Context: an optimization exercise on an open-source flow, tuned for small area. The choices shown serve that exercise and are no tape-out recipe. Where RTL was checked, it was by simulation tests only, not by an equivalence proof against the original. No driver is modelled on the clock port, so clocking that relies on it looks cheaper here than on a real chip. No activity file was given, so power comes from the tool's default toggle rates.

==> flow/design.v <==
module fifo (
	input [31:0] DI,
	input	RE,
	input	WE,
	input   clk,
	input	rst,
	output	[31:0] res,
	output	read_valid,
	output	r_err,
	output	w_err
);
	reg  [2:0]  rp, wp;
	reg         lastw;
	reg  [255:0] mem;	 
	reg  [31:0] res_r;
	reg         rv_r;
	wire eq    = (rp == wp);
	wire empty = eq & ~lastw;
	wire full  = eq & lastw;
	wire re_ok = RE & ~empty;
	wire we_ok = WE & (~full | RE);
	assign r_err = RE & empty;
	assign w_err = WE & full;
	assign read_valid = rv_r;
	assign res = res_r;
	always @(posedge clk) begin
		if (rst) begin
			rp <= 3'd0;
			wp <= 3'd0;
			lastw <= 1'b0;
			rv_r <= 1'b0;
		end else begin
			if (re_ok) rp <= rp + 3'd1;
			if (we_ok) wp <= wp + 3'd1;
			if (re_ok != we_ok) lastw <= we_ok;
			rv_r <= re_ok;
		end
	end
	wire [7:0] wsel;
	dec3 wdec (.a(wp), .y(wsel));
	wire [7:0] wen   = {8{we_ok}} & wsel;
	wire [7:0] wen_n = ~wen;
	wire [255:0] mem_nx;
	hold8 hold (.d(DI), .q(mem), .we(wen), .we_n(wen_n), .y(mem_nx));
	always @(posedge clk)
		mem <= mem_nx;
	wire [7:0] sel;
	dec3 rdec (.a(rp), .y(sel));
	wire [31:0] n0, n1, n2;
	ao222n g0 (.a(mem[31:0]), .b(mem[63:32]), .c(mem[95:64]), .sa(sel[0]), .sb(sel[1]), .sc(sel[2]), .y(n0));
	ao222n g1 (.a(mem[127:96]), .b(mem[159:128]), .c(mem[191:160]), .sa(sel[3]), .sb(sel[4]), .sc(sel[5]), .y(n1));
	ao22n  g2 (.a(mem[223:192]), .b(mem[255:224]), .sa(sel[6]), .sb(sel[7]), .y(n2));
	always @(posedge clk)
		res_r <= ~(n0 & n1 & n2);
endmodule
module ao222n (
	input  [31:0] a, b, c,
	input         sa, sb, sc,
	output [31:0] y
);
	assign y = ~((a & {32{sa}}) | (b & {32{sb}}) | (c & {32{sc}}));
endmodule
module ao22n (
	input  [31:0] a, b,
	input         sa, sb,
	output [31:0] y
);
	assign y = ~((a & {32{sa}}) | (b & {32{sb}}));
endmodule
module dec3 (
	input  [2:0] a,
	output [7:0] y
);
	assign y = 8'd1 << a;
endmodule
module hold8 (
	input  [31:0]  d,
	input  [255:0] q,
	input  [7:0]   we,
	input  [7:0]   we_n,
	output [255:0] y
);
	genvar w;
	generate
		for (w = 0; w < 8; w = w + 1) begin : word
			assign y[32*w +: 32] = (d & {32{we[w]}}) | (q[32*w +: 32] & {32{we_n[w]}});
		end
	endgenerate
endmodule
==> flow/config.mk <==
export PLATFORM = sky130hd
export DESIGN_NAME = fifo
export DESIGN_NICKNAME = fifo
export VERILOG_FILES = /design/flow/design.v
export SDC_FILE = /design/flow/constraint.sdc
export NUM_CORES = 4
export LEC_CHECK = 0
export ABC_AREA = 0
export CAP_MARGIN = 0
export CORE_MARGIN = 2
export CORE_UTILIZATION = 70
export SLEW_MARGIN = 0
export SYNTH_HIERARCHICAL = 1
export SYNTH_MINIMUM_KEEP_SIZE = 0
==> flow/constraint.sdc <==
create_clock -name core_clock -period 5.0 [get_ports {clk}]
set_input_delay 1.0000 -clock core_clock [delete_from_list [all_inputs] [get_ports {clk}]]
set_output_delay 1.0000 -clock core_clock [all_outputs]
set_load 0.01 [all_outputs]
standard.sh (not shown) runs the stock make flow with config.mk's settings and CLKGATE_MAP_FILE= SYNTH_SCRIPT=/design/flow/synth_recipe.tcl, a recipe that flattens the netlist after the stock synthesis.
==> flow/flow/run.sh <==
#!/bin/bash
# Standard ORFS layout with these changes:
# - synthesis is the standard flow's, but ABC maps with an area-oriented script
#   (flow/area.abc) instead of ORFS's speed script;
# - the ports get the smallest buffer;
# - the clock tree uses small buffers and no dummy loads;
# - after CTS, cells are swapped for lower-drive ones of the same
#   function where slew, capacitance and timing stay within margins.
set -euo pipefail
export FLOW_SYNTH=$PWD/synth_recipe.tcl
export AREA_ABC_SCRIPT=$PWD/flow/area.abc
export BUFFER_PORTS_ARGS="-buffer_cell sky130_fd_sc_hd__buf_1"
export CTS_ARGS="-sink_clustering_enable -repair_clock_nets -dont_use_dummy_load -buf_list {sky130_fd_sc_hd__clkbuf_4} -sink_clustering_size 10 -sink_clustering_max_diameter 100"
SYN=SYNTH_SCRIPT=$PWD/flow/synth_abc.tcl
bash standard.sh $SYN cts > standard_cts.log 2>&1
R=orfs/results/sky130hd/fifo/base
DS_SLEW_FRAC=0.1 DS_ODB=$R/4_cts.odb DS_SDC=$R/4_cts.sdc openroad -no_init -exit flow/downsize.tcl > downsize.log 2>&1
bash standard.sh $SYN finish > standard.log 2>&1
Other scripts of this flow, unchanged in this note and not shown: flow/flow/area.abc, flow/flow/downsize.tcl, flow/flow/synth_abc.tcl
Next try:
--- a/flow/design.v
+++ b/flow/design.v
@@ -37,7 +37,5 @@
 		end
 	end
-	wire [7:0] wsel;
-	dec3 wdec (.a(wp), .y(wsel));
-	wire [7:0] wen   = {8{we_ok}} & wsel;
+	wire [7:0] wen   = {8{we_ok}} & (8'd1 << wp);
 	wire [7:0] wen_n = ~wen;
 	wire [255:0] mem_nx;
Result: Register-to-register slack gets worse by 250 ps; total power rises by a little under a tenth; worst setup slack gets worse by 250 ps; cell area is about the same; cell count falls slightly; routed wire length falls slightly; clock power is about the same; non-clock buffer count falls by 7; first-iteration DRC count falls by about a fifth; combinational power rises by a little under a tenth; core utilization falls by 0.39 points; global-route usage falls by 0.61 points.
The RTL of the first run of this note was laid out without a check of its function.

* * *

Another version of the RTL of fifo (not shown whole).
Size in the first run: roughly 720 cells after synthesis, roughly 290 flip-flops, roughly 71 I/O pins, about 0.0094 mm^2 of cells after synthesis.
Design fifo, start of the top module:
module fifo (
	input [31:0] DI,
	input	RE,
	input	WE,
	input   clk,
	input	rst,
	output	[31:0] res,
	output	read_valid,
	output	r_err,
	output	w_err
);
==> module fifo, before the edit <==
module fifo (
	input [31:0] DI,
	input	RE,
	input	WE,
	input   clk,
	input	rst,
	output	[31:0] res,
	output	read_valid,
	output	r_err,
	output	w_err
);
	reg  [3:0]   count;		 
	reg  [255:0] mem;		 
	reg  [31:0]  res_r;
	reg          rv_r;
	wire empty = (count == 4'd0);
	wire full  = count[3];
	wire re_ok = RE & ~empty;
	wire we_ok = WE & (~full | RE);
	assign r_err = RE & empty;
	assign w_err = WE & full;
	assign read_valid = rv_r;
	assign res = res_r;
	always @(posedge clk) begin
		if (rst) begin
			count <= 4'd0;
			rv_r <= 1'b0;
		end else begin
			if (we_ok & ~re_ok) count <= count + 4'd1;
			if (re_ok & ~we_ok) count <= count - 4'd1;
			rv_r <= re_ok;
		end
	end
	wire [255:0] mem_nx;
	shift8 shift (.d(DI), .q(mem), .we(we_ok), .we_n(~we_ok), .y(mem_nx));
	always @(posedge clk)
		mem <= mem_nx;
	wire [7:0] dsel;
	dec3 rdec (.a(count[2:0]), .y(dsel));
	wire [7:0] sel = {dsel[0], dsel[7:1]};
	wire [31:0] n0, n1, n2;
	ao222n g0 (.a(mem[31:0]), .b(mem[63:32]), .c(mem[95:64]), .sa(sel[0]), .sb(sel[1]), .sc(sel[2]), .y(n0));
	ao222n g1 (.a(mem[127:96]), .b(mem[159:128]), .c(mem[191:160]), .sa(sel[3]), .sb(sel[4]), .sc(sel[5]), .y(n1));
	ao22n  g2 (.a(mem[223:192]), .b(mem[255:224]), .sa(sel[6]), .sb(sel[7]), .y(n2));
	always @(posedge clk)
		res_r <= ~(n0 & n1 & n2);
endmodule
==> module shift8, before the edit <==
module shift8 (
	input  [31:0]  d,
	input  [255:0] q,
	input          we,
	input          we_n,
	output [255:0] y
);
	wire [255:0] below = {q[223:0], d};
	assign y = (below & {256{we}}) | (q & {256{we_n}});
endmodule
Settings: LEC_CHECK=0, ABC_AREA=0, CAP_MARGIN=0, CORE_MARGIN=2, CORE_UTILIZATION=70, SLEW_MARGIN=0, SYNTH_HIERARCHICAL=1, SYNTH_MINIMUM_KEEP_SIZE=0; clock period 5.0 ns.
Scripts as last shown in full above: flow/flow/run.sh
Other scripts of this flow, unchanged in this note and not shown: flow/flow/area.abc, flow/flow/downsize.tcl, flow/flow/synth_abc.tcl
Change:
==> flow/design.v (replaced) <==
module fifo (
	input [31:0] DI,
	input	RE,
	input	WE,
	input   clk,
	input	rst,
	output	[31:0] res,
	output	read_valid,
	output	r_err,
	output	w_err
);
	reg  [2:0]  rp, wp;
	reg         lastw;
	reg  [31:0] mem [0:7];
	reg  [31:0] res_r;
	reg         rv_r;
	wire eq    = (rp == wp);
	wire empty = eq & ~lastw;
	wire full  = eq & lastw;
	wire re_ok = RE & ~empty;
	wire we_ok = WE & (~full | RE);
	assign r_err = RE & empty;
	assign w_err = WE & full;
	assign read_valid = rv_r;
	assign res = res_r;
	always @(posedge clk) begin
		if (rst) begin
			rp <= 3'd0;
			wp <= 3'd0;
			lastw <= 1'b0;
			rv_r <= 1'b0;
		end else begin
			if (re_ok) rp <= rp + 3'd1;
			if (we_ok) wp <= wp + 3'd1;
			if (re_ok != we_ok) lastw <= we_ok;
			rv_r <= re_ok;
		end
	end
	always @(posedge clk)
		if (we_ok) mem[wp] <= DI;
	wire [7:0] sel;
	dec3 rdec (.a(rp), .y(sel));
	wire [31:0] n0, n1, n2;
	ao222n g0 (.a(mem[0]), .b(mem[1]), .c(mem[2]), .sa(sel[0]), .sb(sel[1]), .sc(sel[2]), .y(n0));
	ao222n g1 (.a(mem[3]), .b(mem[4]), .c(mem[5]), .sa(sel[3]), .sb(sel[4]), .sc(sel[5]), .y(n1));
	ao22n  g2 (.a(mem[6]), .b(mem[7]), .sa(sel[6]), .sb(sel[7]), .y(n2));
	always @(posedge clk)
		res_r <= ~(n0 & n1 & n2);
endmodule
module ao222n (
	input  [31:0] a, b, c,
	input         sa, sb, sc,
	output [31:0] y
);
	assign y = ~((a & {32{sa}}) | (b & {32{sb}}) | (c & {32{sc}}));
endmodule
module ao22n (
	input  [31:0] a, b,
	input         sa, sb,
	output [31:0] y
);
	assign y = ~((a & {32{sa}}) | (b & {32{sb}}));
endmodule
module dec3 (
	input  [2:0] a,
	output [7:0] y
);
	assign y = 8'd1 << a;
endmodule
Design area goes up by a few percent; power falls by a quarter to a third; via count shrinks by a quarter to a third; critical path depth fell by 1; utilization barely changes; die area went up by a few percent; setup slack is better by 0.22 ns.

[afterwards: timing with drivers on the ports]
Ports are ideal in the flow. The routed layouts listed here were re-timed in OpenROAD. Step 1, drivers: a clkbuf_16 drives clk and a buf_2 each remaining input, both assumed. Step 2, shift: input delay + t, output delay - t, t = (earliest + latest rising clock arrival at the registers) / 2. This alone moves slack from input paths to output paths. Three values: no drivers, after step 1, after step 2; two values: the first two.
| run | t (ns) | setup WS [ns] | worst setup path at the end | clock arrival spread, ns | worst slew at a driven data input, ns |
|---|---|---|---|---|---|
| the first run of note 1 | 0.884 | 1.253 / 1.253 / 1.072 | input to register | 0.096 / 0.096 | 0.06 |
| the second run of note 1 | 1.062 | 1.006 / 1.006 / 0.685 | input to register | 0.132 / 0.132 | 0.04 |
| the first run of note 2 | 0.786 | 1.599 / 1.599 / 0.871 | input to register | 0.374 / 0.374 | 0.04 |
| the second run of note 2 | 1.020 | 1.817 / 1.782 / 1.456 | input to register | 0.197 / 0.197 | 0.06 |
Clock arrivals are far apart in the first run of note 2, so t is only a midpoint there and step 2 fits no single register. For the first run of note 2, which loses most, drivers alone change the setup slack by 0.000 ns; drivers and shift together by -0.728 ns.
